What follows belongs to an exercise in optimizing a design on an open flow for a short achievable clock period; a production flow would make more cautious choices.
Where RTL was checked, it was by simulation tests only, not by an equivalence proof against the original.
Only the layout flow was run in run 2; the RTL was not checked for function there.
The clock cells of run 2 come from the design's own scripts or RTL, not from TritonCTS.
The flow treats the clock pin as an ideal source. Dropping or thinning the clock tree relies on that and would not hold on a real chip.
Power is estimated from default activity; no workload was simulated.

`config.mk`:
```
export PLATFORM = sky130hd
export DESIGN_NAME = cpu
export DESIGN_NICKNAME = cpu
export VERILOG_FILES = /design/flow/design.v
export SDC_FILE = /design/flow/constraint.sdc
export NUM_CORES = 8
export LEC_CHECK = 0
export ABC_CLOCK_PERIOD_IN_PS = 1600
export CAP_MARGIN = 20
export CORE_MARGIN = 2
export CORE_UTILIZATION = 40
export SETUP_SLACK_MARGIN = 2.4
export SLEW_MARGIN = 20
```
`constraint.sdc`:
```
create_clock -name core_clock -period 4.0 [get_ports {clk}]
set_input_delay 0.8000 -clock core_clock [delete_from_list [all_inputs] [get_ports {clk}]]
set_output_delay 0.8000 -clock core_clock [all_outputs]
set_load 0.01 [all_outputs]
```
`design.v`:
```
module alu (
    input  wire [7:0] operand1,
    input  wire [7:0] operand2,
    output wire [7:0] result
);
    assign result = operand1 + operand2;
endmodule
module register (
    input  wire       clk,
    input  wire [7:0] dsel,       
    input  wire [7:0] wdata,      
    input  wire       new_d,      
    input  wire [3:0] rd,         
    output reg  [7:0] op1
);
    reg [7:0] r [0:7];
    integer i;
    always @(posedge clk)
        for (i = 0; i < 8; i = i + 1)
            if (dsel[i]) r[i] <= wdata;
    wire       byp  = dsel[rd[2:0]];
    wire [7:0] rnew = rd[3] ? 8'h00 : (byp ? wdata : r[rd[2:0]]);
    wire [7:0] rold = (|dsel) ? wdata : 8'h00;
    always @(posedge clk)
        op1 <= new_d ? rnew : rold;
endmodule
module memory #(
    parameter LB = 4,
    parameter NP = 1 << (8 - LB),
    parameter NL = 1 << LB
) (
    input  wire          clk,
    input  wire [NP-1:0] wsel,       
    input  wire [NL-1:0] lo_oh,      
    input  wire [7:0]    wdata,      
    input  wire [LB-1:0] lo_new,     
    input  wire [NP-1:0] s_new,      
    input  wire          s_old,      
    input  wire          s_wb,       
    input  wire          we,         
    output reg  [7:0]    data_out,   
    output reg  [7:0]    hold        
);
    reg [7:0] mem [0:255];
    reg [7:0] pn [0:NP-1];
    reg [7:0] ma_old;
    reg [7:0] wb;
    integer i, j;
    always @(posedge clk)
        for (i = 0; i < 256; i = i + 1)
            if (wsel[i / NL] && lo_oh[i % NL]) mem[i] <= wdata;
    always @(posedge clk)
        for (j = 0; j < NP; j = j + 1)
            pn[j] <= mem[(j << LB) | lo_new];
    reg [7:0] m_at_a;
    always @(*) begin
        m_at_a = (ma_old & {8{s_old}}) | (wb & {8{s_wb}});
        for (j = 0; j < NP; j = j + 1)
            m_at_a = m_at_a | (pn[j] & {8{s_new[j]}});
    end
    always @(*) begin
        data_out = (ma_old & {8{s_old & !we}}) | (wb & {8{s_wb & !we}}) | (hold & {8{we}});
        for (j = 0; j < NP; j = j + 1)
            data_out = data_out | (pn[j] & {8{s_new[j] & !we}});
    end
    always @(posedge clk) begin
        ma_old <= m_at_a;
        wb <= wdata;
        hold <= data_out;
    end
endmodule
module cpu (
    input wire clk,               
    input wire reset,             
    input wire [15:0] instr,      
    output reg [7:0] result       
);
    localparam LB = 4;
    localparam NP = 1 << (8 - LB);
    localparam NL = 1 << LB;
    wire [2:0] op  = instr[14:12];
    wire [3:0] rd  = instr[11:8];
    wire [7:0] imm = instr[7:0];
    wire is_li  = (op == 3'b000);
    wire is_st  = (op == 3'b001);
    wire is_ld  = (op == 3'b010);
    wire is_add = (op == 3'b011);
    wire we_nx  = is_li | is_st | is_add;
    reg          write_enable;    
    reg [7:0]    addr;            
    reg [NP-1:0] wsel;            
    reg [NP-1:0] a_hi_oh;         
    reg [NL-1:0] a_lo_oh;         
    reg [NP-1:0] s_new;           
    reg          s_old, s_wb;
    reg [7:0]    dsel;            
    reg [7:0]    reg_write_data;  
    reg [7:0]    operand2;        
    reg [7:0]    operand2_q;      
    wire [7:0]   operand1;        
    wire [7:0]   data_out;        
    wire [7:0]   alu_result;      
    wire [7:0]   hold;            
    wire new_a = !reset && (is_st || is_ld);
    wire new_d = !reset && !op[2];
    wire          a_hit  = write_enable && (addr == imm);
    wire          sel_wb = new_a ? a_hit : write_enable;
    wire [NP-1:0] hi_new = {{(NP-1){1'b0}}, 1'b1} << imm[7:LB];
    memory #(.LB(LB)) mem_inst (
        .clk(clk), .wsel(wsel), .lo_oh(a_lo_oh),
        .wdata(reg_write_data), .lo_new(imm[LB-1:0]),
        .s_new(s_new), .s_old(s_old), .s_wb(s_wb),
        .we(write_enable),
        .data_out(data_out), .hold(hold)
    );
    register reg_file (
        .clk(clk), .dsel(dsel), .wdata(reg_write_data),
        .new_d(new_d), .rd(rd), .op1(operand1)
    );
    alu alu_inst (.operand1(operand1), .operand2(operand2_q), .result(alu_result));
    always @(posedge clk or posedge reset) begin
        if (reset) begin
            result <= 8'b0;
            write_enable <= 1'b0;
            wsel <= {NP{1'b0}};
        end else begin
            write_enable <= we_nx;
            wsel <= we_nx ? (new_a ? hi_new : a_hi_oh) : {NP{1'b0}};
            if (is_ld)  result <= data_out;
            if (is_add) result <= alu_result;
        end
    end
    always @(posedge clk) begin
        s_new <= (new_a && !sel_wb) ? hi_new : {NP{1'b0}};
        s_old <= !new_a && !sel_wb;
        s_wb  <= sel_wb;
        operand2_q <= (!reset && is_add) ? imm : operand2;
    end
    always @(posedge clk) begin
        if (!reset) begin
            case (op)
                3'b000: reg_write_data <= imm;
                3'b001: reg_write_data <= operand1;
                3'b010: reg_write_data <= data_out;
                3'b011: begin
                    reg_write_data <= alu_result;
                    operand2 <= imm;
                end
                default: ;
            endcase
            if (new_d) dsel <= rd[3] ? 8'b0 : (8'b1 << rd[2:0]);
            if (new_a) begin
                addr <= imm;
                a_hi_oh <= hi_new;
                a_lo_oh <= {{(NL-1){1'b0}}, 1'b1} << imm[LB-1:0];
            end
        end
    end
endmodule
```
`run.sh`:
```
#!/bin/bash
# synth_recipe.tcl (not shown) runs the flow's synth.tcl, then flattens the netlist and writes it again
# the make line also repeats each setting of config.mk as NAME=value (left out here)
make -C /OpenROAD-flow-scripts/flow DESIGN_CONFIG=/design/flow/config.mk WORK_HOME=/design/flow/orfs CLKGATE_MAP_FILE= SYNTH_SCRIPT=/design/flow/synth_recipe.tcl finish
```
==> run_results.csv, run 1 <==
group,metric,value,unit
run_status,outcome,"complete, no violations",
die,num_io_pins,26,
synthesis,synth_seq_cells,2387,
synthesis,top_cell_types_by_occurrence_after_synthesis,"sky130_fd_sc_hd__edfxtp_1 (2176), sky130_fd_sc_hd__a22oi_1 (726), sky130_fd_sc_hd__and2_1 (280)",
clock_tree,clk_pin_slew_worst_paths,0.07,ns
synthesis,ys.warnings.count,6,
finish,relative_area_change_from_synthesis_to_final_layout,28.4,%
drt,first_pass_iters,9,
synthesis,synth-seq-area-share,80.1,%
drt,via_count_of_the_routed_design,56097,
drt,initial_drt_markers,9234,
drt,via_per_inst,6.41,
critical_path,timing.critical_path.from_type,"flip-flop",
synthesis,netlist.area_leader.share,75.1,%
placement,numPortBuffers,24,
critical_path,regToRegSetupSlack,1.71,ns
synthesis,synth.lib_cells_used.distinct,80,
synthesis,synth.top_cells.by_area,"sky130_fd_sc_hd__edfxtp_1 (75%), sky130_fd_sc_hd__a22oi_1 (6.3%), sky130_fd_sc_hd__dfxtp_1 (4.3%)",
synthesis,synth_area_leader_cell,"sky130_fd_sc_hd__edfxtp_1",
die,start_util,40.1,%
synthesis,syn-cell-area,0.0870,sq mm
drt,route.antenna.remaining_nets,0,
placement,place.gp.congestion,0.942,
sta,fin_crit,2.29,ns
critical_path,r2r_cells,5,
global_route,global_route_wire_length_before_repair,435000,microns
die,design.die.area,0.221,sq mm
pwr,total_power,0.0561,W
die,die-height,470,microns
synthesis,syn_inst,4901,
synthesis,synth_async_sr_flop_share,1.05,%
drt,drc_errors,0,
die,cell_row_count,171,
clock_tree,total_cts_buffers,229,
sta,max_transition_viols_final,0,
sta,setup_viol,0,
pwr,ir_drop,381,uV
sta,final.period_utilization,57.2,%
placement,hpwl,169000,microns
finish,layoutNonFillerInstCount,8749,
global_route,antenna_violations_before_repair,26,
critical_path,worstSetupEndpointType,"flip-flop",
sta,grt_setup_unrepaired,"true",
sta,final_hold_viol_count,0,
synthesis,ys.flop_type,"sky130_fd_sc_hd__edfxtp_1",
global_route,grt_usage,28.4,%
placement,dpl.cell_count,7679,
synthesis,synth.net_count,4927,
sta,timing.max_slew.rel_slack,18.0,%
synthesis,synthesis.area_per_instance,17.7,sq um
finish,post-route-util,51.5,%
clock_tree,cts-root-to-sink-buffers,3,
synthesis,yosysMostFrequentCell,"sky130_fd_sc_hd__edfxtp_1",
global_route,globalRoute.totalOverflow,0,
clock_tree,clk-insertion-delay-late,0.90,ns
die,die_w,470,microns
drt,drt_wl_total,328000,microns
finish,drive_gt1_share,33.7,%
global_route,maximum_number_of_pins_on_one_net_before_global_route_repair,160,
clock_tree,cts_root_buffer,"sky130_fd_sc_hd__clkbuf_16",
pwr,pwr_density_cell,503,mW/mm^2
hold_path,min_path_type,"in -> async",
critical_path,critPathMaxFanout,5,
clock_tree,htree_levels,4,
pwr,leakage,37.3,nW
clock_tree,clkSinkCount,2387,
critical_path,regToRegStartpoint,"s_new[1]",
drt,route.detailed.wl_per_inst,37.5,microns
finish,design.final.nets,5696,
sta,tightest_slew,1.23,ns
critical_path,timing.setup.critical_path_class,"reg -> reg",
critical_path,r2r-end,"reg_write_data[6]",
clock_tree,cts-hold-fix-buffers,0,
synthesis,synth_edf_count,2176,
clock_tree,cts_tree,"yes",
global_route,first_global_vias,51825,
sta,max_freq,437,MHz
die,coreArea,0.217,sq mm
run,max_cap_violations,0,
critical_path,timing.critical_path.arrival,2.90,ns
critical_path,cp_data_required_time,4.61,ns
sta,worst_clock_skew,0.0425,ns
[state kept, by name, summed over array words and instances, names as in the netlist, 8 cells and up]
signal / cells
result: 8
mem_inst.wb: 8
dsel: 8
wsel: 16
a_hi_oh: 16
a_lo_oh: 16
s_new: 16
addr: 8
operand2: 8
reg_file.r: 64
mem_inst.mem: 2048
reg_file.op1: 8
mem_inst.pn: 128
mem_inst.hold: 8
operand2_q: 8
reg_write_data: 8
mem_inst.ma_old: 8
[routing by layer]
layer / global-route usage [%] / vias up / wire, microns
met3: 9.03 / 940 / 48800
met2: 42.2 / 4555 / 142000
met5: 0 / - / 113
li1: - / 21825 / -
met4: 14.2 / 16 / 20400
met1: 37.7 / 28761 / 117000
[metrics by stage]
stage / setup slack (ns) / hold slack, ns / cell area, sq um / TNS [ns]
after floorplan: -0.186 / 0.439 / 87000 / -393.40
after global placement: 0.583 / 0.455 / 91700 / 0
after detailed placement: 0.540 / 0.461 / 91800 / 0
after CTS: 1.76 / 0.326 / 109000 / 0
after global routing: 1.70 / 0.371 / 112000 / 0
final: 1.71 / 0.347 / 112000 / 0
[area by class of cell]
type                            instances  area [sq um]
Multi-Input combinational cell       2174         18900
Inverter                               18          93.8
Tap cell                             2854          3570
Sequential cell                      2387         69800
Clock buffer                          304          6300
Fill cell                           16903        105000
Clock inverter                        132          1430
Antenna cell                           20          50.0
Timing Repair inverter                  1          8.76
Timing Repair Buffer                  859         11500
[repair_timing]
action / CTS / global route
gates cloned: 76 / 11
buffers inserted: 398 / 129
gates resized for setup: 969 / 368
setup endpoints to repair: 3343 / 873
pin swaps: 317 / 237
[power breakdown]
group | switching, W | leakage, nW | internal [W]
Clock | 0.00962 | 3.80 | 0.0127
Sequential | 0.000727 | 21.9 | 0.0286
Combinational | 0.00292 | 11.6 | 0.00153
Total | 0.0133 | 37.3 | 0.0429
[how the worst max path moves through the flow]
stage | from | end | cells after the start
6_report | s_new[1] | reg_write_data[6] | 5
5_1_grt | reg_file.op1[0] | reg_write_data[6] | 7
4_1_cts | result[3] | result[3] | 1
3_5_place_dp | instr[2] | mem_inst.pn[6][6] | 7
3_3_place_gp | instr[2] | mem_inst.pn[6][6] | 7
2_1_floorplan | reg_write_data[0] | mem_inst.mem[0][0] | 0
[cells in the final DEF (no fill, tap or decap), types with 34 or more instances in the layout]
master	netlist	routed
sky130_fd_sc_hd__a21oi_1	71	34
sky130_fd_sc_hd__a21oi_2	0	37
sky130_fd_sc_hd__a221oi_2	1	55
sky130_fd_sc_hd__a222oi_1	44	44
sky130_fd_sc_hd__a22o_1	145	141
sky130_fd_sc_hd__a22oi_1	726	525
sky130_fd_sc_hd__a22oi_2	0	201
sky130_fd_sc_hd__and2_1	280	76
sky130_fd_sc_hd__and2_2	0	195
sky130_fd_sc_hd__buf_12	0	143
sky130_fd_sc_hd__buf_16	0	92
sky130_fd_sc_hd__buf_4	14	380
sky130_fd_sc_hd__buf_6	16	149
sky130_fd_sc_hd__buf_8	0	56
sky130_fd_sc_hd__clkbuf_1	116	47
sky130_fd_sc_hd__clkbuf_16	0	240
sky130_fd_sc_hd__clkinv_1	0	37
sky130_fd_sc_hd__clkinv_2	0	49
sky130_fd_sc_hd__dfxtp_1	186	154
sky130_fd_sc_hd__edfxtp_1	2176	2176
sky130_fd_sc_hd__mux2i_1	40	39
sky130_fd_sc_hd__nand2_1	114	90
sky130_fd_sc_hd__nand4_1	158	158
sky130_fd_sc_hd__nor2_1	84	73
[worst max-delay path: stages (launching register included)]
cell and delay (ns):
sky130_fd_sc_hd__dfxtp_4 0.39, sky130_fd_sc_hd__a22oi_2 0.39, sky130_fd_sc_hd__nand2_1 0.14, sky130_fd_sc_hd__or4_4 0.51, sky130_fd_sc_hd__and3_4 0.20, sky130_fd_sc_hd__o32a_1 0.36
[kinds of logic after synthesis]
group / after synthesis / synth area share [%]
flip-flops: 2387 / 80.1
AO/OA/AOI/OAI: 1265 / 11.3
AND/OR/NAND/NOR: 803 / 5.31
buffers and inverters: 350 / 1.94
multiplexers: 75 / 1.02
XOR/XNOR: 13 / 0.131
adder cells (fa/ha/maj): 8 / 0.124
==> run 2: changes to the inputs <==
--- a/design.v
+++ b/design.v
@@ -1,8 +1,14 @@
 module alu (
-    input  wire [7:0] operand1,
-    input  wire [7:0] operand2,
+    input  wire [7:0] g,
+    input  wire [7:0] p,
     output wire [7:0] result
 );
-    assign result = operand1 + operand2;
+    wire [7:0] g1, p1, g2, p2, g3;
+    assign g1 = g | (p & {g[6:0], 1'b0});
+    assign p1 = p & {p[6:0], 1'b1};
+    assign g2 = g1 | (p1 & {g1[5:0], 2'b0});
+    assign p2 = p1 & {p1[5:0], 2'b11};
+    assign g3 = g2 | (p2 & {g2[3:0], 4'b0});
+    assign result = p ^ {g3[6:0], 1'b0};
 endmodule
 module register (
@@ -12,5 +18,6 @@
     input  wire       new_d,      
     input  wire [3:0] rd,         
-    output reg  [7:0] op1
+    output reg  [7:0] op1,
+    output wire [7:0] op1_nx
 );
     reg [7:0] r [0:7];
@@ -22,6 +29,7 @@
     wire [7:0] rnew = rd[3] ? 8'h00 : (byp ? wdata : r[rd[2:0]]);
     wire [7:0] rold = (|dsel) ? wdata : 8'h00;
+    assign op1_nx = new_d ? rnew : rold;
     always @(posedge clk)
-        op1 <= new_d ? rnew : rold;
+        op1 <= op1_nx;
 endmodule
 module memory #(
@@ -97,5 +105,6 @@
     reg [7:0]    reg_write_data;  
     reg [7:0]    operand2;        
-    reg [7:0]    operand2_q;      
+    reg [7:0]    add_g, add_p;    
+    wire [7:0]   op1_nx;          
     wire [7:0]   operand1;        
     wire [7:0]   data_out;        
@@ -116,7 +125,8 @@
     register reg_file (
         .clk(clk), .dsel(dsel), .wdata(reg_write_data),
-        .new_d(new_d), .rd(rd), .op1(operand1)
+        .new_d(new_d), .rd(rd), .op1(operand1), .op1_nx(op1_nx)
     );
-    alu alu_inst (.operand1(operand1), .operand2(operand2_q), .result(alu_result));
+    alu alu_inst (.g(add_g), .p(add_p), .result(alu_result));
+    wire [7:0] b_nx = (!reset && is_add) ? imm : operand2;
     always @(posedge clk or posedge reset) begin
         if (reset) begin
@@ -135,5 +145,6 @@
         s_old <= !new_a && !sel_wb;
         s_wb  <= sel_wb;
-        operand2_q <= (!reset && is_add) ? imm : operand2;
+        add_g <= op1_nx & b_nx;
+        add_p <= op1_nx ^ b_nx;
     end
     always @(posedge clk) begin
==> flow/run.sh (new file) <==
#!/bin/bash
# The standard layout, with the clock tree built by flow/mcts.tcl (a
# recursive-bisection tree of clkbuf_16 buffers) in place of TritonCTS.
set -euo pipefail
export PRE_CTS_TCL="$PWD/flow/mcts.tcl"
bash standard.sh > standard.log 2>&1
==> flow/mcts.tcl (new file) <==
# Clock tree built by recursive bisection of the clock sinks: leaf buffers
# drive about MCTS_LEAF flip-flops each, every upper level drives about
# MCTS_FAN buffers, and one root buffer is the only load of the clock port.
# Sourced as ORFS's PRE_CTS_TCL hook: it replaces clock_tree_synthesis.

proc mcts_env {name default} {
  if {[info exists ::env($name)] && $::env($name) ne ""} { return $::env($name) }
  return $default
}

# Split items ({x y payload} triples) into k groups of near-equal size,
# cutting along the longer side of their bounding box.
proc mcts_bisect {items k} {
  if {$k <= 1} { return [list $items] }
  set xs {}; set ys {}
  foreach it $items { lappend xs [lindex $it 0]; lappend ys [lindex $it 1] }
  set xs [lsort -real $xs]; set ys [lsort -real $ys]
  set dx [expr {[lindex $xs end] - [lindex $xs 0]}]
  set dy [expr {[lindex $ys end] - [lindex $ys 0]}]
  set idx [expr {$dx >= $dy ? 0 : 1}]
  set sorted [lsort -real -index $idx $items]
  set k1 [expr {$k / 2}]
  set k2 [expr {$k - $k1}]
  set n [llength $sorted]
  set n1 [expr {int(round(double($n) * $k1 / $k))}]
  set a [lrange $sorted 0 [expr {$n1 - 1}]]
  set b [lrange $sorted $n1 end]
  return [concat [mcts_bisect $a $k1] [mcts_bisect $b $k2]]
}

proc mcts_centroid {group} {
  set sx 0.0; set sy 0.0
  foreach it $group { set sx [expr {$sx + [lindex $it 0]}]; set sy [expr {$sy + [lindex $it 1]}] }
  set n [llength $group]
  return [list [expr {$sx / $n}] [expr {$sy / $n}]]
}

proc mcts_build {} {
  set leaf [mcts_env MCTS_LEAF 24]
  set fan [mcts_env MCTS_FAN 10]
  set bufname [mcts_env MCTS_BUF sky130_fd_sc_hd__clkbuf_16]
  set block [ord::get_db_block]
  set master [[ord::get_db] findMaster $bufname]
  set clkport [mcts_env MCTS_CLOCK_PORT clk]
  set clk [$block findNet $clkport]
  set items {}
  foreach it [$clk getITerms] {
    set bb [[$it getInst] getBBox]
    lappend items [list [expr {([$bb xMin] + [$bb xMax]) / 2.0}] [expr {([$bb yMin] + [$bb yMax]) / 2.0}] $it]
  }
  set n [llength $items]
  puts "mcts: $n clock sinks on $clkport"
  foreach it $items { [lindex $it 2] disconnect }
  set level 0
  set per $leaf
  while {1} {
    set k [expr {int(ceil(double([llength $items]) / $per))}]
    if {$k < 1} { set k 1 }
    set groups [mcts_bisect $items $k]
    set next {}
    set i 0
    foreach g $groups {
      set c [mcts_centroid $g]
      set name "mcts_l${level}_$i"
      set inst [odb::dbInst_create $block $master $name]
      $inst setLocation [expr {int([lindex $c 0])}] [expr {int([lindex $c 1])}]
      $inst setPlacementStatus PLACED
      set net [odb::dbNet_create $block "${name}_net"]
      $net setSigType CLOCK
      [$inst findITerm X] connect $net
      foreach it $g {
        set p [lindex $it 2]
        if {[string match "*dbITerm*" $p]} { $p connect $net } else { [$p findITerm A] connect $net }
      }
      lappend next [list [lindex $c 0] [lindex $c 1] $inst]
      incr i
    }
    puts "mcts: level $level has $k buffers"
    incr level
    set items $next
    set per $fan
    if {[llength $items] == 1} { break }
  }
  [[lindex [lindex $items 0] 2] findITerm A] connect $clk
}

rename clock_tree_synthesis mcts_orig_clock_tree_synthesis
proc clock_tree_synthesis {args} { mcts_build }
==> standard.sh (new file) <==
#!/bin/bash
# synth_recipe.tcl (not shown) runs the flow's synth.tcl, then flattens the netlist and writes it again
# the make line also repeats each setting of config.mk as NAME=value (left out here)
make -C /OpenROAD-flow-scripts/flow DESIGN_CONFIG=/design/flow/config.mk WORK_HOME=/design/flow/orfs CLKGATE_MAP_FILE= SYNTH_SCRIPT=/design/flow/synth_recipe.tcl "${@:-finish}"
--- a/config.mk
+++ b/config.mk
@@ -6,8 +6,7 @@
 export NUM_CORES = 8
 export LEC_CHECK = 0
-export ABC_CLOCK_PERIOD_IN_PS = 1600
 export CAP_MARGIN = 20
 export CORE_MARGIN = 2
-export CORE_UTILIZATION = 40
+export CORE_UTILIZATION = 65
 export SETUP_SLACK_MARGIN = 2.4
 export SLEW_MARGIN = 20
removed: run.sh
==> run 2 against run 1 <==
Against the previous run: the layout now fails its checks (hold timing); clock skew fell by 0.0036 ns; final cell count fell by 16%; hold slack got worse by 0.38 ns; core utilization rose by 29 points; combinational power rose by 13%; critical path depth rose by 6; flip-flop and latch count rose by 7; sequential power barely moved; global-route usage rose by 19 points; register-to-register slack got worse by 0.03 ns; setup slack got worse by 0.088 ns; area after synthesis barely moved; critical path type is now in -> reg.
==> run_results.csv, run 2 <==
group,metric,value,unit
finish,largest-register,"mem_inst.mem",
drt,via_count_of_the_routed_design,57445,
sta,setup_viol,0,
critical_path,max_stage_delay,0.50,ns
drt,via_per_inst,7.81,
critical_path,cp_data_required_time,4.60,ns
sta,worst_clock_skew,0.0389,ns
die,num_io_pins,26,
placement,numPortBuffers,24,
critical_path,r2r-end,"reg_write_data[4]",
critical_path,timing.critical_path.arrival,2.98,ns
finish,drive_gt1_share,32.4,%
synthesis,ys.warnings.count,6,
finish,layout_top_registers,"mem_inst.mem (2048), mem_inst.pn (128), reg_file.r (64)",
sta,timing.max_slew.rel_slack,33.2,%
critical_path,timing.setup.critical_path_class,"in -> reg",
finish,relative_area_change_from_synthesis_to_final_layout,22.6,%
die,die-height,370,microns
finish,mostFrequentLayoutCell,"sky130_fd_sc_hd__edfxtp_1",
pwr,leakage,35.8,nW
critical_path,worstSetupEndpointType,"flip-flop",
sta,fin_crit,2.38,ns
critical_path,critPathMaxFanout,6,
placement,dpl.cell_count,6554,
sta,max_transition_viols_final,0,
clock_tree,clk_pin_slew_worst_paths,0.11,ns
drt,initial_drt_markers,11900,
drt,route.antenna.remaining_nets,0,
critical_path,cp_cell_sequence,"buf_16 -> buf_4 -> clkinvlp_4 -> buf_6 -> buf_4 -> nor2_2 -> a22o_1 -> a222oi_1 -> buf_4 -> and3_4 -> nand4_1",
die,design.die.area,0.137,sq mm
critical_path,regToRegSetupSlack,1.68,ns
sta,final.period_utilization,59.4,%
synthesis,synth_edf_count,2176,
global_route,maximum_number_of_pins_on_one_net_before_global_route_repair,165,
drt,drc_errors,0,
synthesis,netlist.area_leader.share,75.1,%
critical_path,crit_top_cell,"sky130_fd_sc_hd__buf_4",
synthesis,top_cell_types_by_occurrence_after_synthesis,"sky130_fd_sc_hd__edfxtp_1 (2176), sky130_fd_sc_hd__a22oi_1 (503), sky130_fd_sc_hd__and2_1 (287)",
global_route,grt_usage,47.1,%
sta,grt_setup_unrepaired,"true",
die,cell_row_count,134,
synthesis,yosysMostFrequentCell,"sky130_fd_sc_hd__edfxtp_1",
finish,design.final.nets,5574,
finish,largest_reg_flops,2048,
clock_tree,clk-insertion-delay-late,0.82,ns
finish,post-route-util,80.1,%
sta,max_freq,421,MHz
synthesis,synthesis.area_per_instance,17.9,sq um
pwr,pwr_density_cell,440,mW/mm^2
sta,tightest_slew,1.00,ns
die,coreArea,0.133,sq mm
run_status,check.faults,"hold timing",
synthesis,synth-seq-area-share,80.2,%
synthesis,synth.net_count,4880,
drt,drt_wl_total,338000,microns
synthesis,synth_seq_cells,2394,
critical_path,timing.critical_path.from_type,"input pin",
global_route,antenna_violations_before_repair,33,
global_route,globalRoute.totalOverflow,0,
run,max_cap_violations,0,
drt,route.detailed.wl_per_inst,46.0,microns
synthesis,synth_async_sr_flop_share,1.04,%
synthesis,synth.lib_cells_used.distinct,83,
die,start_util,65.4,%
finish,final.fill_count,6742,
drt,first_pass_iters,9,
critical_path,r2r_cells,7,
pwr,ir_drop,402,uV
synthesis,syn-cell-area,0.0871,sq mm
hold_path,min_path_type,"in -> async",
sta,fin_setup_tns,0,ns
synthesis,ys.flop_type,"sky130_fd_sc_hd__edfxtp_1",
critical_path,crit_path_top_delay_cell,"sky130_fd_sc_hd__a222oi_1",
global_route,first_global_vias,51424,
synthesis,syn_inst,4854,
finish,layoutNonFillerInstCount,7359,
placement,hpwl,171000,microns
synthesis,synth_area_leader_cell,"sky130_fd_sc_hd__edfxtp_1",
clock_tree,cts-hold-fix-buffers,0,
placement,place.gp.congestion,1.00,
sta,whs,-0.0322,ns
critical_path,regToRegStartpoint,"s_new[2]",
finish,most-common-layout-cells,"sky130_fd_sc_hd__edfxtp_1 (2176), sky130_fd_sc_hd__a22oi_1 (438), sky130_fd_sc_hd__buf_4 (413)",
global_route,global_route_wire_length_before_repair,433000,microns
synthesis,synth.top_cells.by_area,"sky130_fd_sc_hd__edfxtp_1 (75%), sky130_fd_sc_hd__dfxtp_1 (4.4%), sky130_fd_sc_hd__a22oi_1 (4.3%)",
die,die_w,370,microns
sta,final_hold_viol_count,10,
run_status,outcome,"finished with violations",
run 2: final cells by class:
type                            count  area (sq um)  area share, %
Antenna cell                       45           113          0.106
Sequential cell                  2394         69900           65.5
Tap cell                         1768          2210           2.07
Inverter                           11          86.3         0.0809
Timing Repair inverter              2          17.5         0.0164
Buffer                            111          2780           2.60
Timing Repair Buffer              901         12000           11.2
Multi-Input combinational cell   2127         19600           18.4
run 2: critical path, delay by kind of cell:
family	cells	cell delay (ns)
buf+inv	6	0.97
compound gates	2	0.68
simple gates	3	0.49
run 2: what timing repair did:
item,CTS,global route
gates resized for setup,1050,431
setup endpoints to repair,3776,1013
gates cloned,72,23
buffers inserted,379,175
pin swaps,278,264
run 2: kinds of logic after synthesis:
| logic type | after synthesis | share of synthesized area, % |
|---|---|---|
| AOI/OAI and AO/OA | 1305 | 12.0 |
| xor gates and xnor gates | 15 | 0.151 |
| adders and majority gates | 8 | 0.115 |
| buffers and inverters | 337 | 1.77 |
| DFF | 2394 | 80.2 |
| muxes | 85 | 1.12 |
| and+or+nand+nor | 710 | 4.60 |
run 2: worst max path at each step:
stage                      start                  to  cells after the start
2_1_floorplan  reg_write_data[0]  mem_inst.mem[0][0]                      0
3_3_place_gp            instr[0]   mem_inst.pn[1][3]                      9
3_5_place_dp            instr[0]   mem_inst.pn[1][3]                      9
4_1_cts                 instr[2]   mem_inst.pn[3][6]                     10
5_1_grt                 s_new[2]   reg_write_data[4]                      7
6_report                instr[0]   mem_inst.pn[1][7]                     11
run 2: layer usage:
layer / wire length, microns / GRT usage [%] / vias to the layer above
met1: 108000 / 63.4 / 28571
li1: - / - / 21335
met3: 59800 / 16.3 / 1467
met5: 767 / 0.350 / -
met4: 29800 / 30.9 / 43
met2: 140000 / 65.6 / 6029
run 2: power breakdown:
group          switching (W)  leakage, nW  internal, W
clock network        0.00744         1.37      0.00497
logic                0.00331         12.4      0.00170
registers           0.000758         22.1       0.0288
total                 0.0115         35.8       0.0355
run 2: through the flow:
| stage | power (W) | setup slack (ns) | instance area, sq um |
|---|---|---|---|
| 4_1_cts | 0.0436 | 1.16 | 103000 |
| 6_report | 0.0470 | 1.62 | 107000 |
| 3_5_place_dp | 0.0334 | 0.380 | 90600 |
| 2_1_floorplan | 0.0314 | -0.186 | 87100 |
| 5_1_grt | 0.0475 | 1.67 | 107000 |
| 3_3_place_gp | 0.0333 | 0.377 | 90600 |

[afterwards: timing with drivers on the ports]
No port has a modelled driver above. Below, the same layouts with a new extraction and two added sets of constraints.
Step 1: set_driving_cell puts a clkbuf_16 on clk and a buf_2 on each other input, an assumption about the parent block.
Step 2 times the ports against the registers' clock, not the clock port: input delays grow and output delays shrink by t, the midpoint of the rising clock arrivals with the driver on.
Three values: ideal ports, drivers, drivers and shift; two values: the first two.
run	t (ns)	slack for setup (ns)	hold WS [ns]	worst setup path at the end
run 1	0.961	1.711 / 1.711 / 0.894	0.347 / 0.278 / 0.467	input to register
run 2	0.898	1.623 / 1.420 / 0.522	-0.032 / -0.087 / 0.484	input to register
For run 2, which loses most, drivers alone change the setup slack by -0.203 ns; drivers and shift together by -1.101 ns.
